From an optimization exercise on the open Yosys and OpenROAD flow, aimed at small area; shortcuts taken in it are not production practice.
In this exercise RTL edits were held to simulation tests only and were not proved equivalent to the original.

==> flow/design.v (outline; a module is shown in full before it is edited, if it fits) <==
// module it_mul1: 550 lines
// module it_mul2: 244 lines
// module ImagineThinker: 240 lines
module ImagineThinker(clk,rst,inst_addr,inst_data,data_addr,data_rdata,data_wdata,data_we);
  // ...
==> flow/run.sh <==
#!/bin/bash
# synth_recipe.tcl (not shown) runs the flow's synth.tcl, then flattens the netlist and writes it again
# the make line also repeats each setting of config.mk as NAME=value (left out here)
make -C /OpenROAD-flow-scripts/flow DESIGN_CONFIG=/design/flow/config.mk WORK_HOME=/design/flow/orfs CLKGATE_MAP_FILE= SYNTH_SCRIPT=/design/flow/synth_recipe.tcl finish
==> flow/config.mk <==
export PLATFORM = sky130hd
export DESIGN_NAME = ImagineThinker
export DESIGN_NICKNAME = ImagineThinker
export VERILOG_FILES = /design/flow/design.v
export SDC_FILE = /design/flow/constraint.sdc
export NUM_CORES = 4
export LEC_CHECK = 0
export ABC_CLOCK_PERIOD_IN_PS = 10000
export CAP_MARGIN = 20
export CORE_MARGIN = 2
export CORE_UTILIZATION = 65
export SLEW_MARGIN = 20
==> flow/constraint.sdc <==
create_clock -name core_clock -period 10.0 [get_ports {clk}]
set_input_delay 2.0000 -clock core_clock [delete_from_list [all_inputs] [get_ports {clk}]]
set_output_delay 2.0000 -clock core_clock [all_outputs]
set_load 0.01 [all_outputs]
==> tab_implementation.tex, run 1 <==
\begin{tabular}{lr}
\hline
Metric & Value \\
\hline
\multicolumn{2}{l}{\textbf{Critical path}} \\
\quad Crit-path most repeated cell & ha\_4 \\
\quad Crit path largest cell delay & 570 ps \\
\quad Total stage count of the critical path & 47 \\
\quad Crit path from & e\_op[3] \\
\quad Worst Setup Start Kind & register \\
\quad Crit path max-delay cell type & fa\_1 \\
\multicolumn{2}{l}{\textbf{Clock tree}} \\
\quad Number of sinks driven by the clock tree & 715 \\
\quad PostCTS Resize Cnt & 59 \\
\quad Number of setup buffers added after CTS & 6 \\
\multicolumn{2}{l}{\textbf{STA}} \\
\quad Worst hold slack across all endpoints & 420 ps \\
\quad Min setup slack post-route & -2010 ps \\
\quad Setup repair after global routing missed its margin & true \\
\quad Final setup vio count & 56 \\
\quad Fin. max-slew vios & 0 \\
\multicolumn{2}{l}{\textbf{Outcome}} \\
\quad Outcome & finished with violations \\
\quad Violated Checks & negative setup slack \\
\multicolumn{2}{l}{\textbf{Synth}} \\
\quad Number of instances in the synthesized netlist & 3093 \\
\quad Simple-gate portion of the synthesized area & 10.2\% \\
\quad Async set-or-reset flop fraction in the synthesized netlist & 0\% \\
\quad Proportion of netlist area held by the largest area contributor & 51.1\% \\
\multicolumn{2}{l}{\textbf{Floorplanning}} \\
\quad Die height & 246 µm \\
\quad Starting density of the core & 65.9\% \\
\quad Area inside the core boundary & 57800 µm² \\
\quad Tapcell Cnt & 765 \\
\quad Area of the die & 60600 µm² \\
\multicolumn{2}{l}{\textbf{Final layout}} \\
\quad Non-clock inverter instance count of the final layout & 237 \\
\quad Area fraction of clock buffers and clock inverters & 5.47\% \\
\quad Fin nets & 3668 \\
\quad Total of fill cells in the finished design & 3302 \\
\quad Proportion of cell area occupied by multi-input gates & 37.6\% \\
\multicolumn{2}{l}{\textbf{GRT}} \\
\quad Largest net degree at the start of global routing & 80 \\
\quad Total overflow reported by the global router & 0 \\
\multicolumn{2}{l}{\textbf{Place}} \\
\quad Placer Congestion & 1.03 \\
\multicolumn{2}{l}{\textbf{Hold path}} \\
\quad Worst Min Path Start & d\_a[6] \\
\hline
\end{tabular}
==> run 2, diff against run 1 <==
--- a/flow/config.mk
+++ b/flow/config.mk
@@ -10,3 +10,3 @@
 export CORE_MARGIN = 2
-export CORE_UTILIZATION = 65
+export CORE_UTILIZATION = 40
 export SLEW_MARGIN = 20
==> tab_implementation.tex, run 2 <==
\begin{tabular}{lr}
\hline
Metric & Value \\
\hline
\multicolumn{2}{l}{\textbf{Outcome}} \\
\quad Outcome & finished with violations \\
\quad Violated Checks & negative setup slack \\
\multicolumn{2}{l}{\textbf{Synth}} \\
\quad Most common cell in the netlist & edfxtp\_1 \\
\quad Synthesized netlist net count & 3423 \\
\quad List of most frequent post-synthesis cells & 648 x edfxtp\_1, 324 x nand2\_1, 303 x a22oi\_1 \\
\quad Combinational family with the most area after synthesis & compound AO/OA/AOI/OAI gates \\
\quad Synthesized-area fraction occupied by ao, oa, aoi and oai cells & 14.3\% \\
\quad Yosys top cell by area & edfxtp\_1 \\
\quad Proportion of netlist area held by the largest area contributor & 51.1\% (unchanged) \\
\quad Async set-or-reset flop fraction in the synthesized netlist & 0\% (unchanged) \\
\quad Top FF cell, synth & edfxtp\_1 \\
\quad Mean cell area of the mapped netlist & 12.3 µm² \\
\quad Post-Synth XOR/XNOR Area & 1.99\% \\
\quad Simple-gate portion of the synthesized area & 10.2\% (unchanged) \\
\quad Yosys cell types & 67 \\
\quad Netlist area before placement & 38100 µm² \\
\quad Top area cells in the synthesized netlist & edfxtp\_1 51\%, fa\_1 11\%, a22oi\_1 6.0\% \\
\quad Share of synthesized cell area in full adder, half adder and majority cells & 13.4\% \\
\quad Count of warnings emitted by yosys & 1 \\
\quad FF+latch count, synth & 715 \\
\quad Part of the Yosys area used for sequential elements & 54.6\% \\
\quad Post-synth EDFFs & 648 \\
\quad Number of instances in the synthesized netlist & 3093 (unchanged) \\
\quad Multiplexer fraction of the synthesized cell area & 1.37\% \\
\multicolumn{2}{l}{\textbf{Critical path}} \\
\quad Endpoint required time on the critical path & 10380 ps \\
\quad Cells on worst reg2reg path & 46 \\
\quad Largest fanout of any net on the critical path & 5 \\
\quad Register-to-Register Setup Slack & -1430 ps \\
\quad Crit path from & e\_op[2] \\
\quad Classification of the worst setup path & register to register \\
\quad Crit path largest cell delay & 520 ps (-50 ps) \\
\quad Launch point of the worst reg-to-reg path & e\_op[2] \\
\quad Element type at the critical path end & register \\
\quad Worst Setup Start Kind & register \\
\quad Timing endpoint of the critical path & p2[9] \\
\quad Crit path max-delay cell type & fa\_1 \\
\quad Crit-path most repeated cell & ha\_4 \\
\quad Endpoint of the worst-slack reg-to-reg timing path & p2[9] \\
\quad Arr. time, crit path & 11810 ps \\
\multicolumn{2}{l}{\textbf{Place}} \\
\quad Placer Congestion & 0.982 (-4.9\%) \\
\quad \# placed instances & 4533 \\
\quad Detailed-placement wirelength estimate & 106 mm \\
\quad Cell Area, Placed & 42500 µm² \\
\quad Count of buffers inserted at the top-level ports & 98 \\
\multicolumn{2}{l}{\textbf{Clock tree}} \\
\quad Hold buffer count at CTS & 0 \\
\quad Clock Tree Root & clkbuf\_16 \\
\quad TritonCTS clock tree & built \\
\quad Maximum buffer depth of the clock tree & 3 \\
\quad Number of sinks driven by the clock tree & 715 (unchanged) \\
\quad Inserted Clock Buffers & 77 \\
\quad Maximum level of the CTS H-tree & 3 \\
\quad Clock-pin transition on the worst setup and hold timing paths & 60 ps \\
\quad Clk Latency, worst-skew pair & 670 ps \\
\multicolumn{2}{l}{\textbf{STA}} \\
\quad Slew HR & 15.9\% \\
\quad Fin. max-slew vios & 0 (unchanged) \\
\quad Transition time at the pin with the least slew margin & 1260 ps \\
\quad Setup repair after global routing missed its margin & true \\
\quad Sum of negative setup slack & -22170 ps \\
\quad Post-route fraction of the period consumed by the critical path & 114\% \\
\quad Min setup slack post-route & -1430 ps (+580 ps) \\
\quad Final setup vio count & 34 (-39\%) \\
\quad Hold Vio Cnt, Final & 0 \\
\quad Period minus WS final & 11430 ps \\
\quad Top achievable clock speed & 87.5 MHz \\
\quad Final clock skew & 47.7 ps \\
\multicolumn{2}{l}{\textbf{Floorplanning}} \\
\quad Total number of placement rows & 113 \\
\quad Top-Level Pins & 99 \\
\quad Width of the die & 313 µm \\
\quad Area of the die & 97700 µm² (+61\%) \\
\quad Die height & 313 µm (+27\%) \\
\quad Starting density of the core & 40.2\% (-26 points) \\
\quad Area inside the core boundary & 94700 µm² (+64\%) \\
\multicolumn{2}{l}{\textbf{Final layout}} \\
\quad Most frequent cells in the layout & 648 x edfxtp\_1, 324 x nand2\_1, 303 x a22oi\_1 \\
\quad Fin nets & 3684 (+0.44\%) \\
\quad Total of fill cells in the finished design & 8543 (+160\%) \\
\quad Register with the highest flop count & rf \\
\quad Number of standard cells in the final layout excluding fillers & 4683 \\
\quad Share of post-route cells with drive strength above 1 & 16.7\% \\
\quad Signed area change from the synthesized netlist to the final layout & 19.3\% \\
\quad Leading cell type in the layout, fill and taps excluded & edfxtp\_1 \\
\quad Max reg flops & 512 \\
\quad Layout Cell Area excl Fill & 45400 µm² \\
\multicolumn{2}{l}{\textbf{GRT}} \\
\quad Met1 Usage GRT & 40.5\% \\
\quad Number of antenna violations at the first check in global routing & 4 \\
\quad Met2 track utilization from global routing & 48.8\% \\
\quad Largest net degree at the start of global routing & 79 (-1.3\%) \\
\quad Busiest metal layer after global routing & met2 \\
\quad Total overflow reported by the global router & 0 (unchanged) \\
\quad First-pass GRT wire length & 223 mm \\
\quad Grt met3 use & 10.9\% \\
\quad GRT Resource Usage Total & 32.4\% \\
\quad Vias in the first global route & 29.7k \\
\multicolumn{2}{l}{\textbf{Hold path}} \\
\quad Type of the tightest min-delay check & register to register \\
\quad Min-Delay Path Depth & 0 \\
\multicolumn{2}{l}{\textbf{Route}} \\
\quad DR DRC count & 0 \\
\quad Detailed router's first-iteration violation count & 5449 \\
\quad Via count & 30.2k \\
\quad Total length of routed wires & 160 mm \\
\quad Number of iterations in the first detailed-routing pass & 8 \\
\quad Avg Vias per Cell & 6.44 \\
\quad Number of nets still failing antenna checks after routing & 0 \\
\quad Routed length per instance & 34.3 µm \\
\multicolumn{2}{l}{\textbf{Flow run}} \\
\quad \# Max-Cap Violations & 0 \\
\hline
\end{tabular}
## run 2: worst min-delay path by stage
stage	from	to	slack (ps)
CTS	d_c[0]	e_c[0]	420
detailed placement	d_c[0]	e_c[0]	410
global placement	d_b[5]	e_b[5]	400
finish	d_b[5]	e_b[5]	420
global route	d_c[5]	e_c[5]	420
floorplan	d_a[5]	e_a[5]	400
## run 2: critical path: cells and delay by family (launching register included)
family | cells | cell delay, ps
adder cells (fa/ha/maj) | 31 | 8820
AND/OR/NAND/NOR | 5 | 810
flip-flops | 1 | 320
XOR/XNOR | 3 | 470
AO/OA/AOI/OAI | 3 | 470
buffers and inverters | 4 | 230
## run 2: layout make-up
class	count	area (µm²)	share of cell area, %
repair buffers	353	2920	6.43
inverters	237	901	1.98
flip-flops and latches	715	20800	45.8
clock inverters	43	621	1.37
well taps	1265	1580	3.48
diodes	3	7.51	0.0165
multi-input cells	1970	16600	36.4
clock buffers	97	2050	4.52
## run 2: per-layer routing
| layer | part of all wire [%] | routed length [µm] |
|---|---|---|
| met3 | 13 | 20800 |
| met4 | 7.6 | 12100 |
| met1 | 36 | 57900 |
| met2 | 43 | 69400 |
| met5 | 0.12 | 196 |
## run 2: through the flow
| stage | setup WS (ps) | util, % | hold slack, ps |
|---|---|---|---|
| 3_5_place_dp | -1620 | 44.9 | 405 |
| 5_1_grt | -1730 | 48.0 | 424 |
| 2_1_floorplan | -1830 | - | 400 |
| 3_3_place_gp | -1460 | 44.9 | 401 |
| 4_1_cts | -1420 | 47.9 | 420 |
| 6_report | -1430 | 48.0 | 423 |
## run 2: logic make-up after synthesis
logic type	Yosys count
compound gates	737
simple gates	818
mux	50
xor+xnor	85
fa+ha+maj	280
buf+inv	408
flops	715
## run 2: timing repair
item	in CTS	in global routing
resized for setup	25	11
setup buffers	4	4
pin swaps	19	3
gates cloned	0	1
endpoints found under the setup margin	43	51
==> module ImagineThinker, before the edit <==
module ImagineThinker(clk,rst,inst_addr,inst_data,data_addr,data_rdata,data_wdata,data_we);
    input clk;
    input rst;
    output [15:0] inst_addr;
    input [31:0] inst_data;
    output [15:0] data_addr;
    input [15:0] data_rdata;
    output [15:0] data_wdata;
    output data_we;
    reg [15:0] pc;
    reg [7:0]  d_op, d_a, d_b, d_c;           
    reg [7:0]  e_op, e_a, e_b, e_c;           
    reg [15:0] e_da, e_db;
    reg [15:0] m_res, m_wdata;                
    reg        m_we, m_rwe, m_ld;
    reg [4:0]  m_c;
    reg        comp;                          
    reg [3:0]  st;                            
    reg [15:0] p1, p2;                        
    reg [5:0]  l1, l2;                        
    reg        n1, n2;                        
    wire stall;
    function [16:0] radd16;
        input [15:0] x, y;
        input c;
        integer k;
        reg cc;
        begin
            cc = c;
            for (k = 0; k < 16; k = k + 1) begin
                radd16[k] = x[k] ^ y[k] ^ cc;
                cc = (x[k] & y[k]) | (cc & (x[k] ^ y[k]));
            end
            radd16[16] = cc;
        end
    endfunction
    function [8:0] radd8;
        input [7:0] x, y;
        input c;
        integer k;
        reg cc;
        begin
            cc = c;
            for (k = 0; k < 8; k = k + 1) begin
                radd8[k] = x[k] ^ y[k] ^ cc;
                cc = (x[k] & y[k]) | (cc & (x[k] ^ y[k]));
            end
            radd8[8] = cc;
        end
    endfunction
    function [15:0] rinc16;
        input [15:0] x;
        input c;
        integer k;
        reg cc;
        begin
            cc = c;
            for (k = 0; k < 16; k = k + 1) begin
                rinc16[k] = x[k] ^ cc;
                cc = x[k] & cc;
            end
        end
    endfunction
    function [7:0] rinc8;
        input [7:0] x;
        input c;
        integer k;
        reg cc;
        begin
            cc = c;
            for (k = 0; k < 8; k = k + 1) begin
                rinc8[k] = x[k] ^ cc;
                cc = x[k] & cc;
            end
        end
    endfunction
    reg [15:0] rf [0:31];
    wire       rf_we = m_rwe & ~stall & ~rst;
    wire [15:0] rf_wd = m_ld ? data_rdata : m_res;
    always @(posedge clk)
        if (rf_we) rf[m_c] <= rf_wd;
    reg [15:0] rd_a, rd_b;
    integer i;
    always @* begin
        rd_a = 16'd0;
        rd_b = 16'd0;
        for (i = 0; i < 32; i = i + 1) begin
            rd_a = rd_a | (rf[i] & {16{d_a[4:0] == i}});
            rd_b = rd_b | (rf[i] & {16{d_b[4:0] == i}});
        end
    end
    always @(posedge clk)
        if (rst) begin
            d_op <= 8'h08;
        end else if (~stall) begin
            d_op <= inst_data[31:24];
        end
    always @(posedge clk)
        if (~stall) begin
            d_a <= inst_data[23:16];
            d_b <= inst_data[15:8];
            d_c <= inst_data[7:0];
        end
    always @(posedge clk)
        if (rst) begin
            e_op <= 8'h08;
        end else if (~stall) begin
            e_op <= d_op;
        end
    always @(posedge clk)
        if (~stall) begin
            e_a  <= d_a;
            e_b  <= d_b;
            e_c  <= d_c;
            e_da <= rd_a;
            e_db <= rd_b;
        end
    wire [3:0] op = e_op[3:0];
    wire is_j   = (e_op == 8'hB0);
    wire is_br  = (e_op == 8'h90);
    wire is_st  = (e_op == 8'h8F);
    wire is_ld  = (e_op == 8'h9F);
    wire is_mem = is_st | is_ld;
    wire is_div = (e_op == 8'h83);
    wire is_im  = (e_op == 8'hA0);
    wire is_rwe = (e_op[7:3] == 5'b10000) | is_im | is_ld;
    wire [7:0] a1 = e_da[15:8];
    wire [7:0] a2 = e_da[7:0];
    wire [7:0] b1 = e_db[15:8];
    wire [7:0] b2 = e_db[7:0];
    wire sub  = (op == 4'd1) | ((op >= 4'd9) & (op <= 4'd14));
    wire link = (op == 4'd15);
    wire [15:0] yb  = is_mem ? {8'd0, (is_st ? e_c : e_b)} : e_db;
    wire [15:0] yv  = yb ^ {16{sub}};
    wire [8:0]  slo = radd8(a2, yv[7:0], sub);
    wire [8:0]  shi = radd8(a1, yv[15:8], (link ? slo[8] : sub));
    wire eq1 = (shi[7:0] == 8'd0);
    wire eq2 = (slo[7:0] == 8'd0);
    wire lt1 = ~shi[8];
    wire cmp_res = (op == 4'd9)  ? lt1 :
                   (op == 4'd10) ? (eq1 & eq2) :
                   (op == 4'd11) ? (lt1 | eq1) :
                   (op == 4'd12) ? ~(lt1 | eq1) :
                   (op == 4'd13) ? ~(eq1 & eq2) :
                                   ~lt1;
    wire is_cmp = (op >= 4'd9) & (op <= 4'd14);
    wire div_op = (op == 4'd3);
    wire ph_c1  = div_op & (st == 4'd0);
    wire ph_c2  = div_op & (st == 4'd8);
    wire ph_den = div_op & ~ph_c1 & ~ph_c2;
    wire [7:0] x1 = ph_den ? b1 : (ph_c2 ? a2 : a1);
    wire [7:0] x2 = ph_den ? b2 : (ph_c2 ? a1 : a2);
    wire neg2nd = ~(ph_c1 | ph_den);
    wire [7:0] x2n = x2 ^ {8{neg2nd}};
    wire [16:0] u1;
    wire [7:0]  u2;
    it_mul1 mul1(.x1(x1), .x2(x2n), .y1(b1), .y2(b2), .s(neg2nd), .u(u1));
    it_mul2 mul2(.a1(a1), .a2(a2), .b1(b1), .b2(b2), .u(u2));
    wire        u1neg = u1[16];
    wire [15:0] u1mag = rinc16(u1[15:0] ^ {16{u1neg}}, u1neg);
    wire [15:0] den   = u1[15:0];
    wire [16:0] df1 = radd16(p1, ~den, 1'b1);
    wire [16:0] df2 = radd16(p2, ~den, 1'b1);
    wire ge1 = df1[16];
    wire ge2 = df2[16];
    wire [15:0] r1 = ge1 ? df1[15:0] : p1;
    wire [15:0] r2 = ge2 ? df2[15:0] : p2;
    wire step = ph_den & (st != 4'd1);
    always @(posedge clk) begin
        if (ph_c1) begin
            p1 <= {6'd0, u1mag[15:6]};
            l1 <= u1mag[5:0];
            n1 <= u1neg;
        end else if (step) begin
            p1 <= {r1[14:0], l1[5]};
            l1 <= {l1[4:0], ge1};
        end
        if (ph_c2) begin
            p2 <= {6'd0, u1mag[15:6]};
            l2 <= u1mag[5:0];
            n2 <= u1neg;
        end else if (step) begin
            p2 <= {r2[14:0], l2[5]};
            l2 <= {l2[4:0], ge2};
        end
    end
    wire [7:0] q1 = {1'b0, l1, ge1};
    wire [7:0] q2 = {1'b0, l2, ge2};
    wire [7:0] dv1 = rinc8(q1 ^ {8{n1}}, n1);
    wire [7:0] dv2 = rinc8(q2 ^ {8{n2}}, n2);
    always @(posedge clk)
        if (rst) st <= 4'd0;
        else if (div_op) st <= (st == 4'd0) ? 4'd8 : st - 4'd1;
    assign stall = div_op & (st != 4'd1);
    reg [15:0] alu;
    always @* begin
        case (op)
            4'd0, 4'd1, 4'd15: alu = {shi[7:0], slo[7:0]};
            4'd2:  alu = {u1[7:0], u2};
            4'd3:  alu = is_div ? {dv1, dv2} : 16'd0;
            4'd4:  alu = {a1, 8'd0};
            4'd5:  alu = {a2, 8'd0};
            4'd6:  alu = {a1, rinc8(~a2, 1'b1)};
            4'd7:  alu = {a1, a2};
            4'd8:  alu = 16'd0;
            default: alu = {16{cmp_res}};
        endcase
    end
    wire [15:0] result = is_im ? {e_a, e_b} : alu;
    always @(posedge clk)
        if (rst) comp <= 1'b0;
        else if (is_cmp) comp <= cmp_res;
    wire jump = is_j | (is_br & comp);
    wire [15:0] ab_hi = ~rinc16({3'b000, ~e_a, ~e_b[7:3]}, 1'b1);    
    wire [15:0] pc_inc = jump ? {ab_hi[12:0], e_b[2:0]} : 16'd4;
    wire [16:0] pc_nx = radd16(pc, pc_inc, 1'b0);
    always @(posedge clk)
        if (rst) pc <= 16'd0;
        else if (~stall) pc <= pc_nx[15:0];
    always @(posedge clk)
        if (rst) begin
            m_res <= 16'd0;
            m_we  <= 1'b0;
            m_rwe <= 1'b0;
        end else if (~stall) begin
            m_res <= result;
            m_we  <= is_st;
            m_rwe <= is_rwe;
        end
    always @(posedge clk)
        if (~stall) begin
            m_ld    <= is_ld;
            m_c     <= e_c[4:0];
            m_wdata <= e_db;
        end
    assign inst_addr  = pc;
    assign data_addr  = m_res;
    assign data_wdata = m_wdata;
    assign data_we    = m_we;
endmodule
==> run 3, diff against run 2 <==
--- a/flow/design.v
+++ b/flow/design.v
@@ -813,3 +813,3 @@
     reg [3:0]  st;                            
-    reg [15:0] p1, p2;                        
+    reg [16:0] p1, p2;                        
     reg [5:0]  l1, l2;                        
@@ -831,2 +831,29 @@
     endfunction
+    function [17:0] radd17;
+        input [16:0] x, y;
+        input c;
+        integer k;
+        reg cc;
+        begin
+            cc = c;
+            for (k = 0; k < 17; k = k + 1) begin
+                radd17[k] = x[k] ^ y[k] ^ cc;
+                cc = (x[k] & y[k]) | (cc & (x[k] ^ y[k]));
+            end
+            radd17[17] = cc;
+        end
+    endfunction
+    function [6:0] rinc7;
+        input [6:0] x;
+        input c;
+        integer k;
+        reg cc;
+        begin
+            cc = c;
+            for (k = 0; k < 7; k = k + 1) begin
+                rinc7[k] = x[k] ^ cc;
+                cc = x[k] & cc;
+            end
+        end
+    endfunction
     function [8:0] radd8;
@@ -942,8 +969,12 @@
     wire div_op = (op == 4'd3);
-    wire ph_c1  = div_op & (st == 4'd0);
-    wire ph_c2  = div_op & (st == 4'd8);
-    wire ph_den = div_op & ~ph_c1 & ~ph_c2;
-    wire [7:0] x1 = ph_den ? b1 : (ph_c2 ? a2 : a1);
-    wire [7:0] x2 = ph_den ? b2 : (ph_c2 ? a1 : a2);
-    wire neg2nd = ~(ph_c1 | ph_den);
+    assign stall = div_op & (st != 4'd1);
+    reg f_c1, f_c2, f_den;
+    always @(posedge clk) begin
+        f_c1  <= ~rst & ~stall & (d_op[3:0] == 4'd3);
+        f_c2  <= ~rst & div_op & (st == 4'd0);
+        f_den <= ~rst & div_op & (st != 4'd0) & (st != 4'd1);
+    end
+    wire [7:0] x1 = f_den ? b1 : (f_c2 ? a2 : a1);
+    wire [7:0] x2 = f_den ? b2 : (f_c2 ? a1 : a2);
+    wire neg2nd = ~(f_c1 | f_den);
     wire [7:0] x2n = x2 ^ {8{neg2nd}};
@@ -954,26 +985,40 @@
     wire        u1neg = u1[16];
-    wire [15:0] u1mag = rinc16(u1[15:0] ^ {16{u1neg}}, u1neg);
+    wire [15:0] v     = u1[15:0] ^ {16{u1neg}};
     wire [15:0] den   = u1[15:0];
-    wire [16:0] df1 = radd16(p1, ~den, 1'b1);
-    wire [16:0] df2 = radd16(p2, ~den, 1'b1);
-    wire ge1 = df1[16];
-    wire ge2 = df2[16];
-    wire [15:0] r1 = ge1 ? df1[15:0] : p1;
-    wire [15:0] r2 = ge2 ? df2[15:0] : p2;
-    wire step = ph_den & (st != 4'd1);
+    wire [17:0] df1 = radd17(p1, ~{1'b0, den}, 1'b1);
+    wire [17:0] df2 = radd17(p2, ~{1'b0, den}, 1'b1);
+    reg [5:0] lmask;
+    always @* begin
+        case (st)
+            4'd7:    lmask = 6'b000000;
+            4'd6:    lmask = 6'b000001;
+            4'd5:    lmask = 6'b000011;
+            4'd4:    lmask = 6'b000111;
+            4'd3:    lmask = 6'b001111;
+            4'd2:    lmask = 6'b011111;
+            default: lmask = 6'b111111;
+        endcase
+    end
+    wire c1 = n1 & (&(l1 | lmask));
+    wire c2 = n2 & (&(l2 | lmask));
+    wire ge1 = ~df1[16] | (c1 & (&df1[16:0]));
+    wire ge2 = ~df2[16] | (c2 & (&df2[16:0]));
+    wire [16:0] r1 = ge1 ? df1[16:0] : p1;
+    wire [16:0] r2 = ge2 ? df2[16:0] : p2;
+    wire step = f_den & (st != 4'd1);
     always @(posedge clk) begin
-        if (ph_c1) begin
-            p1 <= {6'd0, u1mag[15:6]};
-            l1 <= u1mag[5:0];
+        if (f_c1) begin
+            p1 <= {7'd0, v[15:6]};
+            l1 <= v[5:0];
             n1 <= u1neg;
         end else if (step) begin
-            p1 <= {r1[14:0], l1[5]};
+            p1 <= {r1[15:0], l1[5]};
             l1 <= {l1[4:0], ge1};
         end
-        if (ph_c2) begin
-            p2 <= {6'd0, u1mag[15:6]};
-            l2 <= u1mag[5:0];
+        if (f_c2) begin
+            p2 <= {7'd0, v[15:6]};
+            l2 <= v[5:0];
             n2 <= u1neg;
         end else if (step) begin
-            p2 <= {r2[14:0], l2[5]};
+            p2 <= {r2[15:0], l2[5]};
             l2 <= {l2[4:0], ge2};
@@ -981,6 +1026,6 @@
     end
-    wire [7:0] q1 = {1'b0, l1, ge1};
-    wire [7:0] q2 = {1'b0, l2, ge2};
-    wire [7:0] dv1 = rinc8(q1 ^ {8{n1}}, n1);
-    wire [7:0] dv2 = rinc8(q2 ^ {8{n2}}, n2);
+    wire [6:0] nl1 = rinc7(~{1'b0, l1}, 1'b1);
+    wire [6:0] nl2 = rinc7(~{1'b0, l2}, 1'b1);
+    wire [7:0] dv1 = n1 ? (ge1 ? {1'b1, ~l1, 1'b1} : {nl1, 1'b0}) : {1'b0, l1, ge1};
+    wire [7:0] dv2 = n2 ? (ge2 ? {1'b1, ~l2, 1'b1} : {nl2, 1'b0}) : {1'b0, l2, ge2};
     always @(posedge clk)
@@ -988,3 +1033,2 @@
         else if (div_op) st <= (st == 4'd0) ? 4'd8 : st - 4'd1;
-    assign stall = div_op & (st != 4'd1);
     reg [15:0] alu;
--- a/flow/config.mk
+++ b/flow/config.mk
@@ -8,5 +8,6 @@
 export ABC_CLOCK_PERIOD_IN_PS = 10000
-export CAP_MARGIN = 20
+export CAP_MARGIN = 0
 export CORE_MARGIN = 2
-export CORE_UTILIZATION = 40
-export SLEW_MARGIN = 20
+export CORE_UTILIZATION = 50
+export CTS_BUF_LIST = sky130_fd_sc_hd__clkbuf_2 sky130_fd_sc_hd__clkbuf_4
+export SLEW_MARGIN = 0
==> tab_implementation.tex, run 3 <==
\begin{tabular}{lr}
\hline
Metric & Value \\
\hline
\multicolumn{2}{l}{\textbf{STA}} \\
\quad Post-route fraction of the period consumed by the critical path & 103\% (-12 points) \\
\quad Slew HR & 15.2\% (-0.72 points) \\
\quad Hold Vio Cnt, Final & 0 (unchanged) \\
\quad Sum of negative setup slack & -6100 ps (+16080 ps) \\
\quad Top achievable clock speed & 97.5 MHz (+11\%) \\
\quad Fin. max-slew vios & 0 (unchanged) \\
\quad Setup repair after global routing missed its margin & true \\
\quad Final clock skew & 98.0 ps (+50.3 ps) \\
\quad Final setup vio count & 45 (+32\%) \\
\quad Min setup slack post-route & -253 ps (+1170 ps) \\
\quad Period minus WS final & 10250 ps (-1170 ps) \\
\quad Transition time at the pin with the least slew margin & 1270 ps (+12.4 ps) \\
\multicolumn{2}{l}{\textbf{Clock tree}} \\
\quad Clk Latency, worst-skew pair & 1080 ps (+410 ps) \\
\quad TritonCTS clock tree & built \\
\quad Maximum level of the CTS H-tree & 4 (+1) \\
\quad Number of sinks driven by the clock tree & 720 (+0.70\%) \\
\quad Maximum buffer depth of the clock tree & 3 (unchanged) \\
\quad Inserted Clock Buffers & 183 (+140\%) \\
\quad Hold buffer count at CTS & 0 (unchanged) \\
\quad Clock-pin transition on the worst setup and hold timing paths & 70 ps (about the same) \\
\quad Clock Tree Root & clkbuf\_4 \\
\multicolumn{2}{l}{\textbf{Place}} \\
\quad Detailed-placement wirelength estimate & 101 mm (-5.3\%) \\
\quad Cell Area, Placed & 41800 µm² (-1.7\%) \\
\quad Count of buffers inserted at the top-level ports & 98 (unchanged) \\
\quad Placer Congestion & 0.994 (+1.2\%) \\
\multicolumn{2}{l}{\textbf{Critical path}} \\
\quad Total buffers and inverters traversed by the critical path & 8 (+4) \\
\quad Crit-path most repeated cell & fa\_2 \\
\quad Largest fanout of any net on the critical path & 7 (+2) \\
\quad Classification of the worst setup path & register to register \\
\quad Crit path max-delay cell type & fa\_2 \\
\quad CP top delay family & adder cells \\
\quad Endpoint required time on the critical path & 10760 ps (+380 ps) \\
\quad Arr. time, crit path & 11020 ps (-790 ps) \\
\quad Element type at the critical path end & register \\
\quad Crit path largest cell delay & 550 ps (+30 ps) \\
\quad Worst Setup Start Kind & register \\
\multicolumn{2}{l}{\textbf{Floorplanning}} \\
\quad Area inside the core boundary & 75700 µm² (-20\%) \\
\quad Die height & 280 µm (-10\%) \\
\quad Total number of placement rows & 101 (-11\%) \\
\quad Top-Level Pins & 99 (unchanged) \\
\quad Starting density of the core & 50.4\% (+10 points) \\
\quad Width of the die & 280 µm (-10\%) \\
\quad Area of the die & 78500 µm² (-20\%) \\
\multicolumn{2}{l}{\textbf{Final layout}} \\
\quad Leading cell type in the layout, fill and taps excluded & edfxtp\_1 \\
\quad Top Registers & rf x512, p1 x17, p2 x17 \\
\quad Most frequent cells in the layout & 648 x edfxtp\_1, 311 x a22oi\_1, 267 x nand2\_1 \\
\quad Total of fill cells in the finished design & 6228 (-27\%) \\
\quad Footprint of the multi-input gates & 16600 µm² (+0.45\%) \\
\quad Fin nets & 3709 (+0.68\%) \\
\quad Signed area change from the synthesized netlist to the final layout & 16.9\% \\
\quad Register with the highest flop count & rf \\
\quad Max reg flops & 512 (unchanged) \\
\quad Share of post-route cells with drive strength above 1 & 20.8\% (+4.1 points) \\
\quad Layout Cell Area excl Fill & 44600 µm² (-1.8\%) \\
\quad Flip-flop and latch area & 20900 µm² (+0.49\%) \\
\multicolumn{2}{l}{\textbf{Synth}} \\
\quad Top FF cell, synth & edfxtp\_1 \\
\quad Yosys cell types & 69 (+3.0\%) \\
\quad Mean cell area of the mapped netlist & 12.5 µm² (+1.2\%) \\
\quad Count of warnings emitted by yosys & 1 (unchanged) \\
\quad Synthesized netlist net count & 3377 (-1.3\%) \\
\quad Post-synth EDFFs & 648 (unchanged) \\
\quad Top area cells in the synthesized netlist & edfxtp\_1 51\%, fa\_1 11\%, a22oi\_1 6.1\% \\
\quad Number of instances in the synthesized netlist & 3063 (-0.97\%) \\
\quad List of most frequent post-synthesis cells & 648 x edfxtp\_1, 311 x a22oi\_1, 278 x nand2\_1 \\
\quad Netlist area before placement & 38200 µm² (+0.18\%) \\
\quad Async set-or-reset flop fraction in the synthesized netlist & 0\% (unchanged) \\
\quad Proportion of netlist area held by the largest area contributor & 51.0\% (-0.090 points) \\
\quad Yosys top cell by area & edfxtp\_1 \\
\quad Part of the Yosys area used for sequential elements & 54.8\% (+0.17 points) \\
\quad FF+latch count, synth & 720 (+0.70\%) \\
\quad Most common cell in the netlist & edfxtp\_1 \\
\multicolumn{2}{l}{\textbf{Flow run}} \\
\quad \# Max-Cap Violations & 0 (unchanged) \\
\multicolumn{2}{l}{\textbf{Route}} \\
\quad Routed length per instance & 36.0 µm (+5.0\%) \\
\quad Detailed router's first-iteration violation count & 5408 (-0.75\%) \\
\quad Via count & 31.4k (+4.2\%) \\
\quad DR DRC count & 0 (unchanged) \\
\quad Avg Vias per Cell & 6.98 (+8.2\%) \\
\quad Number of iterations in the first detailed-routing pass & 7 (-1) \\
\quad Number of nets still failing antenna checks after routing & 0 (unchanged) \\
\quad Total length of routed wires & 162 mm (+1.1\%) \\
\multicolumn{2}{l}{\textbf{Hold path}} \\
\quad Type of the tightest min-delay check & register to register \\
\multicolumn{2}{l}{\textbf{GRT}} \\
\quad Total overflow reported by the global router & 0 (unchanged) \\
\quad GRT Resource Usage Total & 41.2\% (+8.8 points) \\
\quad Number of antenna violations at the first check in global routing & 9 (+5) \\
\quad First-pass GRT wire length & 225 mm (+0.80\%) \\
\quad Largest net degree at the start of global routing & 60 (-24\%) \\
\quad Vias in the first global route & 31.2k (+4.9\%) \\
\multicolumn{2}{l}{\textbf{Outcome}} \\
\quad Outcome & finished with violations \\
\quad Violated Checks & negative setup slack \\
\hline
\end{tabular}
==> run 3: cell families after synthesis <==
| family | count (synthesis) | synth area share (%) |
|---|---|---|
| simple gates | 797 | 9.98 |
| buf+inv | 385 | 3.84 |
| fa+ha+maj | 264 | 12.9 |
| xor+xnor | 71 | 1.67 |
| mux | 73 | 1.99 |
| compound gates | 753 | 14.9 |
| flops | 720 | 54.8 |
==> run 3: routing by layer <==
| metal | vias up | share of wire (%) | GRT usage [%] |
|---|---|---|---|
| li1 | 12400 | - | - |
| met1 | 15300 | 34 | 49.8 |
| met2 | 2875 | 44 | 62.5 |
| met3 | 907 | 14 | 15.1 |
| met4 | 14 | 7.9 | 26.6 |
| met5 | - | 0.13 | 0.375 |
==> run 3: layout make-up <==
cell class,instances,area share [%]
inverter,222,1.88
timing repair buffer,310,6.06
tap,978,2.74
multi-input combinational,1958,37.3
clock buffer,258,4.34
antenna,10,0.0561
clock inverter,52,0.808
sequential,720,46.8
==> run 3: worst reg2reg max path, delay by kind of cell, from the launching register on <==
kind / cells / cell delay, ps
adder cells (fa/ha/maj): 17 / 6970
buffers and inverters: 8 / 810
multiplexers: 1 / 180
flip-flops: 1 / 440
AND/OR/NAND/NOR: 4 / 850
AO/OA/AOI/OAI: 5 / 780
==> run 3: final timing paths <==
check	slack, ps	end	depth (start not counted)	startpoint
worst max-delay path	-250	p1[7]	35	e_da[0]
worst min-delay path	400	e_b[7]	0	d_b[7]
worst max register to register	-250	p1[7]	35	e_da[0]
worst min register to register	400	e_b[7]	0	d_b[7]
==> run 3: stage by stage <==
step | util, % | std cells | hold slack (ps) | worst slack [ps]
after detailed placement | 55.3 | 4175 | 406 | -389
after CTS | 58.5 | 4491 | 393 | -180
after global placement | 55.3 | 4175 | 407 | -197
after global routing | 58.9 | 4499 | 429 | -529
after floorplan | - | 3063 | 400 | -174
final | 58.9 | 4508 | 399 | -253
==> run 3: what timing repair did <==
item                       CTS  global route
gates cloned                 1             1
buffers inserted             5             7
pin swaps                   22            26
setup endpoints to repair   48            50
gates resized for setup     43            66
==> run 4, diff against run 3 <==
--- a/flow/config.mk
+++ b/flow/config.mk
@@ -8,6 +8,6 @@
 export ABC_CLOCK_PERIOD_IN_PS = 10000
-export CAP_MARGIN = 0
+export CAP_MARGIN = 20
 export CORE_MARGIN = 2
-export CORE_UTILIZATION = 50
-export CTS_BUF_LIST = sky130_fd_sc_hd__clkbuf_2 sky130_fd_sc_hd__clkbuf_4
-export SLEW_MARGIN = 0
+export CORE_UTILIZATION = 45
+export CTS_BUF_LIST = sky130_fd_sc_hd__clkbuf_4 sky130_fd_sc_hd__clkbuf_8
+export SLEW_MARGIN = 20
==> tab_implementation.tex, run 4 <==
\begin{tabular}{lr}
\hline
Metric & Value \\
\hline
\multicolumn{2}{l}{\textbf{Final layout}} \\
\quad Top Registers & rf x512, p1 x17, p2 x17 \\
\quad Share of post-route cells with drive strength above 1 & 19.0\% (-1.8 points) \\
\quad Register with the highest flop count & rf \\
\quad Final core utilization & 53.7\% (-5.2 points) \\
\quad Signed area change from the synthesized netlist to the final layout & 18.0\% \\
\quad Max reg flops & 512 (unchanged) \\
\quad Most frequent cells in the layout & 648 x edfxtp\_1, 311 x a22oi\_1, 270 x nand2\_1 \\
\quad Number of standard cells in the final layout excluding fillers & 4586 (+1.7\%) \\
\quad Fin nets & 3658 (-1.4\%) \\
\quad Layout Cell Area excl Fill & 45000 µm² (+0.89\%) \\
\quad Leading cell type in the layout, fill and taps excluded & edfxtp\_1 \\
\multicolumn{2}{l}{\textbf{STA}} \\
\quad Transition time at the pin with the least slew margin & 1260 ps (-6.72 ps) \\
\quad Min setup slack post-route & -242 ps (+10.7 ps) \\
\quad Period minus WS final & 10240 ps (-10.7 ps) \\
\quad Final clock skew & 93.9 ps (-4.13 ps) \\
\quad Top achievable clock speed & 97.6 MHz (+0.10\%) \\
\quad Slew HR & 15.6\% (+0.45 points) \\
\quad Final setup vio count & 47 (+4.4\%) \\
\quad Fin. max-slew vios & 0 (unchanged) \\
\quad Setup repair after global routing missed its margin & true \\
\quad Post-route fraction of the period consumed by the critical path & 102\% (-0.11 points) \\
\quad Hold Vio Cnt, Final & 0 (unchanged) \\
\quad Sum of negative setup slack & -6210 ps (-115 ps) \\
\quad Worst hold slack across all endpoints & 417 ps (+17.7 ps) \\
\multicolumn{2}{l}{\textbf{Clock tree}} \\
\quad Clock-pin transition on the worst setup and hold timing paths & 70 ps (about the same) \\
\quad Maximum level of the CTS H-tree & 3 (-1) \\
\quad Hold buffer count at CTS & 0 (unchanged) \\
\quad Number of sinks driven by the clock tree & 720 (unchanged) \\
\quad Clk Latency, worst-skew pair & 810 ps (-270 ps) \\
\quad Clock Tree Root & clkbuf\_8 \\
\quad TritonCTS clock tree & built \\
\quad Maximum buffer depth of the clock tree & 3 (unchanged) \\
\quad Inserted Clock Buffers & 115 (-37\%) \\
\multicolumn{2}{l}{\textbf{Critical path}} \\
\quad Crit-path most repeated cell & fa\_2 \\
\quad Launch point of the worst reg-to-reg path & e\_da[8] \\
\quad CP top delay family & adder cells \\
\quad Largest fanout of any net on the critical path & 6 (-1) \\
\quad Arr. time, crit path & 10880 ps (-140 ps) \\
\quad Total buffers and inverters traversed by the critical path & 10 (+2) \\
\quad Crit path max-delay cell type & fa\_1 \\
\quad Classification of the worst setup path & register to register \\
\quad Endpoint required time on the critical path & 10640 ps (-120 ps) \\
\quad Endpoint of the worst-slack reg-to-reg timing path & m\_res[6] \\
\quad Crit path largest cell delay & 550 ps (about the same) \\
\quad Cells on worst reg2reg path & 37 (+5.7\%) \\
\quad Worst Setup Start Kind & register \\
\quad Register-to-Register Setup Slack & -240 ps (about the same) \\
\quad Element type at the critical path end & register \\
\multicolumn{2}{l}{\textbf{Hold path}} \\
\quad Type of the tightest min-delay check & register to register \\
\quad End point of the most critical hold path & e\_b[7] \\
\quad Worst Min Path Start & d\_b[7] \\
\quad Min-Delay Path Depth & 0 (unchanged) \\
\multicolumn{2}{l}{\textbf{Floorplanning}} \\
\quad Total number of placement rows & 106 (+5.0\%) \\
\quad Die height & 295 µm (+5.3\%) \\
\quad Area inside the core boundary & 83800 µm² (+11\%) \\
\quad Width of the die & 295 µm (+5.3\%) \\
\quad Top-Level Pins & 99 (unchanged) \\
\quad Starting density of the core & 45.5\% (-4.9 points) \\
\quad Area of the die & 87100 µm² (+11\%) \\
\multicolumn{2}{l}{\textbf{Route}} \\
\quad Number of iterations in the first detailed-routing pass & 9 (+2) \\
\quad Detailed router's first-iteration violation count & 5889 (+8.9\%) \\
\quad Via count & 31.2k (-0.75\%) \\
\quad Number of nets still failing antenna checks after routing & 0 (unchanged) \\
\quad Routed length per instance & 36.6 µm (+1.6\%) \\
\quad Total length of routed wires & 168 mm (+3.4\%) \\
\quad Avg Vias per Cell & 6.81 (-2.4\%) \\
\quad DR DRC count & 0 (unchanged) \\
\multicolumn{2}{l}{\textbf{GRT}} \\
\quad Number of antenna violations at the first check in global routing & 8 (-1) \\
\quad Met2 track utilization from global routing & 58.4\% (-4.1 points) \\
\quad Grt met3 use & 12.1\% (-3.0 points) \\
\quad First-pass GRT wire length & 231 mm (+2.9\%) \\
\quad Total overflow reported by the global router & 0 (unchanged) \\
\quad Largest net degree at the start of global routing & 60 (unchanged) \\
\quad Vias in the first global route & 30.8k (-1.3\%) \\
\quad Busiest metal layer after global routing & met2 \\
\quad Met1 Usage GRT & 46.9\% (-2.9 points) \\
\quad GRT Resource Usage Total & 38.3\% (-2.9 points) \\
\multicolumn{2}{l}{\textbf{Place}} \\
\quad Count of buffers inserted at the top-level ports & 98 (unchanged) \\
\quad Detailed-placement wirelength estimate & 106 mm (+5.4\%) \\
\quad \# placed instances & 4343 (+4.0\%) \\
\quad Placer Congestion & 0.984 (-1.0\%) \\
\quad Cell Area, Placed & 42200 µm² (+0.88\%) \\
\quad Worst slack after detailed placement & -261 ps (+128 ps) \\
\multicolumn{2}{l}{\textbf{Synth}} \\
\quad Part of the Yosys area used for sequential elements & 54.8\% (unchanged) \\
\quad Most common cell in the netlist & edfxtp\_1 \\
\quad FF+latch count, synth & 720 (unchanged) \\
\quad Synthesized netlist net count & 3377 (unchanged) \\
\quad Netlist area before placement & 38200 µm² (unchanged) \\
\quad Proportion of netlist area held by the largest area contributor & 51.0\% (unchanged) \\
\quad Top area cells in the synthesized netlist & edfxtp\_1 51\%, fa\_1 11\%, a22oi\_1 6.1\% \\
\quad Count of warnings emitted by yosys & 1 (unchanged) \\
\quad Top FF cell, synth & edfxtp\_1 \\
\quad List of most frequent post-synthesis cells & 648 x edfxtp\_1, 311 x a22oi\_1, 278 x nand2\_1 \\
\quad Post-Synth XOR/XNOR Area & 1.67\% (unchanged) \\
\quad Combinational family with the most area after synthesis & compound AO/OA/AOI/OAI gates \\
\quad Async set-or-reset flop fraction in the synthesized netlist & 0\% (unchanged) \\
\quad Post-synth EDFFs & 648 (unchanged) \\
\quad Multiplexer fraction of the synthesized cell area & 1.99\% (unchanged) \\
\quad Mean cell area of the mapped netlist & 12.5 µm² (unchanged) \\
\quad Synthesized-area fraction occupied by ao, oa, aoi and oai cells & 14.9\% (unchanged) \\
\quad Yosys cell types & 69 (unchanged) \\
\quad Simple-gate portion of the synthesized area & 9.98\% (unchanged) \\
\quad Number of instances in the synthesized netlist & 3063 (unchanged) \\
\quad Yosys top cell by area & edfxtp\_1 \\
\quad Share of synthesized cell area in full adder, half adder and majority cells & 12.9\% (unchanged) \\
\multicolumn{2}{l}{\textbf{Outcome}} \\
\quad Outcome & finished with violations \\
\quad Violated Checks & negative setup slack \\
\multicolumn{2}{l}{\textbf{Flow run}} \\
\quad \# Max-Cap Violations & 0 (unchanged) \\
\hline
\end{tabular}
==> run 4: cell types whose count changed in the layout (fill, tap and decap cells not counted), moves of 12 or more <==
| cell | before | now |
|---|---|---|
| clkbuf_4 | 258 | 37 |
| clkbuf_8 | 0 | 117 |
| buf_4 | 196 | 215 |
| clkinv_2 | 4 | 20 |
| nor2_4 | 46 | 61 |
| nor2_1 | 121 | 109 |
==> run 4: final cells by class <==
cell class / count / area, µm²
sequential: 720 / 20900
multi-input combinational: 1958 / 16600
antenna: 8 / 20.0
tap: 1134 / 1420
clock inverter: 63 / 445
clock buffer: 154 / 1890
inverter: 222 / 838
timing repair buffer: 327 / 2850
fill: 7170 / 38800
==> run 4: repair_timing <==
action,in CTS,in global routing
endpoints found under the setup margin,49,50
cloned,2,1
pin swaps,30,6
gates resized for setup,51,40
setup buffers,11,4
==> run 4: worst register-to-register path, delay by kind of cell, from the launching register on <==
kind / cells / cell delay (ps)
adder cells (fa/ha/maj): 17 / 7000
AO/OA/AOI/OAI: 6 / 1200
buffers and inverters: 10 / 760
AND/OR/NAND/NOR: 3 / 530
flip-flops: 1 / 400
multiplexers: 1 / 200
==> run 4: how the worst max path moves through the flow <==
stage | start | slack [ps] | cells past startpoint | to
final | e_da[8] | -240 | 37 | m_res[6]
after CTS | e_da[9] | -180 | 37 | m_res[6]
after global routing | e_da[1] | -540 | 37 | m_res[5]
after global placement | f_c2 | -150 | 33 | p2[2]
after detailed placement | e_da[9] | -260 | 33 | p1[6]
after floorplan | f_c2 | -170 | 36 | p1[6]
==> run 4: logic make-up (layout without fill, tap and decap cells) <==
group	after synthesis	count (layout)
AOI/OAI and AO/OA	753	753
adders and majority gates	264	264
xor gates and xnor gates	71	71
buffers and inverters	385	766
muxes	73	73
DFF	720	720
and+or+nand+nor	797	797
other	0	8
==> run 4: per-layer routing <==
metal | vias to the layer above | share of wire [%] | wire length, µm
met1 | 15400 | 35 | 58500
li1 | 12200 | - | -
met4 | 6 | 8.2 | 13800
met3 | 836 | 13 | 21700
met5 | - | 0.022 | 37
met2 | 2780 | 44 | 73600
==> run 5, diff against run 4 <==
--- a/flow/design.v
+++ b/flow/design.v
@@ -813,3 +813,3 @@
     reg [3:0]  st;                            
-    reg [16:0] p1, p2;                        
+    reg [15:0] pn1, pn2;                      
     reg [5:0]  l1, l2;                        
@@ -985,24 +985,17 @@
     wire        u1neg = u1[16];
-    wire [15:0] v     = u1[15:0] ^ {16{u1neg}};
-    wire [15:0] den   = u1[15:0];
-    wire [17:0] df1 = radd17(p1, ~{1'b0, den}, 1'b1);
-    wire [17:0] df2 = radd17(p2, ~{1'b0, den}, 1'b1);
-    reg [5:0] lmask;
+    reg  [15:0] above;
+    integer j;
     always @* begin
-        case (st)
-            4'd7:    lmask = 6'b000000;
-            4'd6:    lmask = 6'b000001;
-            4'd5:    lmask = 6'b000011;
-            4'd4:    lmask = 6'b000111;
-            4'd3:    lmask = 6'b001111;
-            4'd2:    lmask = 6'b011111;
-            default: lmask = 6'b111111;
-        endcase
+        above[0] = 1'b0;
+        for (j = 1; j < 16; j = j + 1)
+            above[j] = above[j-1] | u1[j-1];
     end
-    wire c1 = n1 & (&(l1 | lmask));
-    wire c2 = n2 & (&(l2 | lmask));
-    wire ge1 = ~df1[16] | (c1 & (&df1[16:0]));
-    wire ge2 = ~df2[16] | (c2 & (&df2[16:0]));
-    wire [16:0] r1 = ge1 ? df1[16:0] : p1;
-    wire [16:0] r2 = ge2 ? df2[16:0] : p2;
+    wire [15:0] mag  = u1[15:0] ^ (above & {16{u1neg}});
+    wire [15:0] den  = u1[15:0];
+    wire [16:0] sm1  = radd16(pn1, den, 1'b0);
+    wire [16:0] sm2  = radd16(pn2, den, 1'b0);
+    wire ge1 = ~sm1[16];                       
+    wire ge2 = ~sm2[16];
+    wire [15:0] rn1 = ge1 ? sm1[15:0] : pn1;   
+    wire [15:0] rn2 = ge2 ? sm2[15:0] : pn2;
     wire step = f_den & (st != 4'd1);
@@ -1010,16 +1003,16 @@
         if (f_c1) begin
-            p1 <= {7'd0, v[15:6]};
-            l1 <= v[5:0];
-            n1 <= u1neg;
+            pn1 <= ~{6'd0, mag[15:6]};
+            l1  <= mag[5:0];
+            n1  <= u1neg;
         end else if (step) begin
-            p1 <= {r1[15:0], l1[5]};
-            l1 <= {l1[4:0], ge1};
+            pn1 <= {rn1[14:0], ~l1[5]};
+            l1  <= {l1[4:0], ge1};
         end
         if (f_c2) begin
-            p2 <= {7'd0, v[15:6]};
-            l2 <= v[5:0];
-            n2 <= u1neg;
+            pn2 <= ~{6'd0, mag[15:6]};
+            l2  <= mag[5:0];
+            n2  <= u1neg;
         end else if (step) begin
-            p2 <= {r2[15:0], l2[5]};
-            l2 <= {l2[4:0], ge2};
+            pn2 <= {rn2[14:0], ~l2[5]};
+            l2  <= {l2[4:0], ge2};
         end
@@ -1028,4 +1021,8 @@
     wire [6:0] nl2 = rinc7(~{1'b0, l2}, 1'b1);
-    wire [7:0] dv1 = n1 ? (ge1 ? {1'b1, ~l1, 1'b1} : {nl1, 1'b0}) : {1'b0, l1, ge1};
-    wire [7:0] dv2 = n2 ? (ge2 ? {1'b1, ~l2, 1'b1} : {nl2, 1'b0}) : {1'b0, l2, ge2};
+    wire [7:0] dv1_1 = n1 ? {1'b1, ~l1, 1'b1} : {1'b0, l1, 1'b1};
+    wire [7:0] dv1_0 = n1 ? {nl1, 1'b0}        : {1'b0, l1, 1'b0};
+    wire [7:0] dv2_1 = n2 ? {1'b1, ~l2, 1'b1} : {1'b0, l2, 1'b1};
+    wire [7:0] dv2_0 = n2 ? {nl2, 1'b0}        : {1'b0, l2, 1'b0};
+    wire [7:0] dv1 = ge1 ? dv1_1 : dv1_0;
+    wire [7:0] dv2 = ge2 ? dv2_1 : dv2_0;
     always @(posedge clk)
--- a/flow/config.mk
+++ b/flow/config.mk
@@ -11,3 +11,2 @@
 export CORE_UTILIZATION = 45
-export CTS_BUF_LIST = sky130_fd_sc_hd__clkbuf_4 sky130_fd_sc_hd__clkbuf_8
 export SLEW_MARGIN = 20
==> tab_implementation.tex, run 5 <==
\begin{tabular}{lr}
\hline
Metric & Value \\
\hline
\multicolumn{2}{l}{\textbf{STA}} \\
\quad Worst hold slack across all endpoints & 418 ps (+1.17 ps) \\
\quad Setup repair after global routing missed its margin & false \\
\quad Slew HR & 16.8\% (+1.2 points) \\
\quad Post-route fraction of the period consumed by the critical path & 97.4\% (-5.0 points) \\
\quad Final clock skew & 63.4 ps (-30.5 ps) \\
\quad Min setup slack post-route & 261 ps (+503 ps) \\
\quad Fin. max-slew vios & 0 (unchanged) \\
\quad Top achievable clock speed & 103 MHz (+5.2\%) \\
\quad Final setup vio count & 0 (-100\%) \\
\quad Transition time at the pin with the least slew margin & 1240 ps (-19.1 ps) \\
\quad Period minus WS final & 9740 ps (-503 ps) \\
\quad Hold Vio Cnt, Final & 0 (unchanged) \\
\multicolumn{2}{l}{\textbf{Synth}} \\
\quad Netlist area before placement & 38400 µm² (+0.73\%) \\
\quad Async set-or-reset flop fraction in the synthesized netlist & 0\% (unchanged) \\
\quad FF+latch count, synth & 718 (-0.28\%) \\
\quad Proportion of netlist area held by the largest area contributor & 51.6\% (+0.57 points) \\
\quad Yosys top cell by area & edfxtp\_1 \\
\quad Yosys cell types & 64 (-7.2\%) \\
\quad Synthesized netlist net count & 3499 (+3.6\%) \\
\quad Part of the Yosys area used for sequential elements & 54.6\% (-0.19 points) \\
\quad List of most frequent post-synthesis cells & 660 x edfxtp\_1, 439 x a22oi\_1, 367 x nand2\_1 \\
\quad Count of warnings emitted by yosys & 1 (unchanged) \\
\quad Mean cell area of the mapped netlist & 12.1 µm² (-3.1\%) \\
\quad Post-synth EDFFs & 660 (+1.9\%) \\
\quad Top FF cell, synth & edfxtp\_1 \\
\quad Most common cell in the netlist & edfxtp\_1 \\
\quad Number of instances in the synthesized netlist & 3185 (+4.0\%) \\
\quad Top area cells in the synthesized netlist & edfxtp\_1 52\%, fa\_1 11\%, a22oi\_1 8.6\% \\
\multicolumn{2}{l}{\textbf{Place}} \\
\quad Count of buffers inserted at the top-level ports & 98 (unchanged) \\
\quad Placer Congestion & 0.980 (-0.36\%) \\
\quad Cell Area, Placed & 42200 µm² (about the same) \\
\quad \# placed instances & 4462 (+2.7\%) \\
\quad Worst slack after detailed placement & -58.3 ps (+203 ps) \\
\quad Detailed-placement wirelength estimate & 108 mm (+2.2\%) \\
\multicolumn{2}{l}{\textbf{Final layout}} \\
\quad Leading cell type in the layout, fill and taps excluded & edfxtp\_1 \\
\quad Register with the highest flop count & rf \\
\quad Number of standard cells in the final layout excluding fillers & 4621 (+0.76\%) \\
\quad Footprint of the multi-input gates & 16400 µm² (-1.7\%) \\
\quad Flip-flop and latch area & 21000 µm² (+0.38\%) \\
\quad Total of fill cells in the finished design & 7366 (+2.7\%) \\
\quad Share of post-route cells with drive strength above 1 & 13.9\% (-5.1 points) \\
\quad Fin nets & 3725 (+1.8\%) \\
\quad Layout Cell Area excl Fill & 45300 µm² (+0.56\%) \\
\quad Most frequent cells in the layout & 660 x edfxtp\_1, 439 x a22oi\_1, 366 x nand2\_1 \\
\quad Signed area change from the synthesized netlist to the final layout & 17.8\% \\
\quad Max reg flops & 512 (unchanged) \\
\multicolumn{2}{l}{\textbf{Flow run}} \\
\quad \# Max-Cap Violations & 0 (unchanged) \\
\multicolumn{2}{l}{\textbf{Clock tree}} \\
\quad Maximum level of the CTS H-tree & 3 (unchanged) \\
\quad TritonCTS clock tree & built \\
\quad Clk Latency, worst-skew pair & 690 ps (-120 ps) \\
\quad Hold buffer count at CTS & 0 (unchanged) \\
\quad Clock-pin transition on the worst setup and hold timing paths & 70 ps (about the same) \\
\quad Clock Tree Root & clkbuf\_16 \\
\quad Number of sinks driven by the clock tree & 718 (-0.28\%) \\
\quad Maximum buffer depth of the clock tree & 3 (unchanged) \\
\quad Inserted Clock Buffers & 81 (-30\%) \\
\multicolumn{2}{l}{\textbf{Floorplanning}} \\
\quad Area of the die & 87800 µm² (+0.73\%) \\
\quad Area inside the core boundary & 84900 µm² (+1.3\%) \\
\quad Die height & 296 µm (+0.36\%) \\
\quad Starting density of the core & 45.3\% (-0.24 points) \\
\quad Width of the die & 296 µm (+0.36\%) \\
\quad Total number of placement rows & 107 (+0.94\%) \\
\quad Top-Level Pins & 99 (unchanged) \\
\multicolumn{2}{l}{\textbf{GRT}} \\
\quad Vias in the first global route & 30.7k (-0.28\%) \\
\quad Number of antenna violations at the first check in global routing & 12 (+4) \\
\quad GRT Resource Usage Total & 38.4\% (+0.075 points) \\
\quad Total overflow reported by the global router & 0 (unchanged) \\
\quad Largest net degree at the start of global routing & 88 (+47\%) \\
\quad First-pass GRT wire length & 233 mm (+0.63\%) \\
\multicolumn{2}{l}{\textbf{Outcome}} \\
\quad Outcome & finished clean \\
\multicolumn{2}{l}{\textbf{Critical path}} \\
\quad Crit path max-delay cell type & fa\_1 \\
\quad Classification of the worst setup path & register to register \\
\quad Crit-path most repeated cell & fa\_2 \\
\quad Cells on worst reg2reg path & 33 (-11\%) \\
\quad Register-to-Register Setup Slack & 260 ps (+500 ps) \\
\quad Timing endpoint of the critical path & m\_res[10] \\
\quad Launch point of the worst reg-to-reg path & f\_c2 \\
\quad Arr. time, crit path & 10300 ps (-580 ps) \\
\quad Endpoint required time on the critical path & 10560 ps (-80 ps) \\
\quad Element type at the critical path end & register \\
\quad Largest fanout of any net on the critical path & 6 (unchanged) \\
\quad Crit path largest cell delay & 510 ps (-40 ps) \\
\quad Worst Setup Start Kind & register \\
\quad Endpoint of the worst-slack reg-to-reg timing path & m\_res[10] \\
\quad Crit path from & f\_c2 \\
\multicolumn{2}{l}{\textbf{Route}} \\
\quad Number of iterations in the first detailed-routing pass & 9 (unchanged) \\
\quad Total length of routed wires & 169 mm (+0.84\%) \\
\quad Detailed router's first-iteration violation count & 5796 (-1.6\%) \\
\quad Avg Vias per Cell & 6.77 (-0.45\%) \\
\quad Number of nets still failing antenna checks after routing & 0 (unchanged) \\
\quad Via count & 31.3k (+0.31\%) \\
\quad DR DRC count & 0 (unchanged) \\
\quad Routed length per instance & 36.6 µm (about the same) \\
\multicolumn{2}{l}{\textbf{Hold path}} \\
\quad Type of the tightest min-delay check & register to register \\
\hline
\end{tabular}
run 5: worst min path at each step:
stage	start	slack, ps	endpoint	cells after the start
global route	d_b[6]	430	e_b[6]	0
CTS	d_c[6]	420	e_c[6]	0
global placement	d_c[3]	410	e_c[3]	0
floorplan	d_a[5]	400	e_a[5]	0
detailed placement	d_c[6]	400	e_c[6]	0
finish	d_c[6]	420	e_c[6]	0
run 5: cell families after synthesis:
kind of cell	synth area share, %
buf+inv	4.27
flops	54.6
xor+xnor	1.63
simple gates	11.2
mux	1.75
fa+ha+maj	12.8
compound gates	13.8
run 5: per-layer routing:
layer	global-route usage [%]	up-vias	part of all wire [%]
met5	0	-	0.091
li1	-	12300	-
met4	24.3	10	8.0
met1	46.7	15500	35
met3	11.8	826	13
met2	59.5	2739	44
run 5: per-stage QoR:
stage	TNS (ps)	util (%)
4_1_cts	0	53.0
5_1_grt	0	53.3
3_5_place_dp	-89.9	49.7
3_3_place_gp	0	49.7
6_report	0	53.3
2_1_floorplan	0	-
run 5: critical path: cells and delay by family, from the launching register on:
family          cells  cell delay [ps]
buf+inv             6              480
simple gates        3              520
flops               1              370
compound gates      6             1270
fa+ha+maj          18             6980
run 5: cell type report:
cell class                 instances  area share (%)
sequential                       718            46.4
clock buffer                      99            4.74
timing repair buffer             315            6.01
antenna                            6          0.0332
inverter                         260            2.17
clock inverter                    44            1.37
multi-input combinational       2035            36.2
tap                             1144            3.16
run 5: what timing repair did:
action | CTS | global route
pin swaps | 2 | 18
setup buffers | 1 | 5
setup endpoints to repair | 8 | 49
gates resized for setup | 3 | 41

==> port drivers added, routing unchanged <==
The results above use ideal ports. As a check the final layouts listed here were re-extracted and re-timed, cells and wires unchanged. Step 1, drivers: a clkbuf_16 drives clk and a buf_2 each remaining input, both assumed. Step 2 adds t to the input delays and takes it off the output delays; t is the mean of the earliest and latest rising clock arrival at the registers after step 1. Input paths then give back, and output paths get back, about the clock's delay inside the block. a / b / c = ideal ports / drivers / drivers and shift; a / b = the first two.
run	t (ns)	setup slack, ns	worst setup path at the end
run 1	0.724	-2.005 / -2.005 / -2.005	register to register
run 2	0.720	-1.425 / -1.425 / -1.425	register to register
run 3	1.097	-0.253 / -0.253 / -0.253	register to register
run 4	0.838	-0.242 / -0.242 / -0.242	register to register
run 5	0.736	0.261 / 0.261 / 0.261	register to register
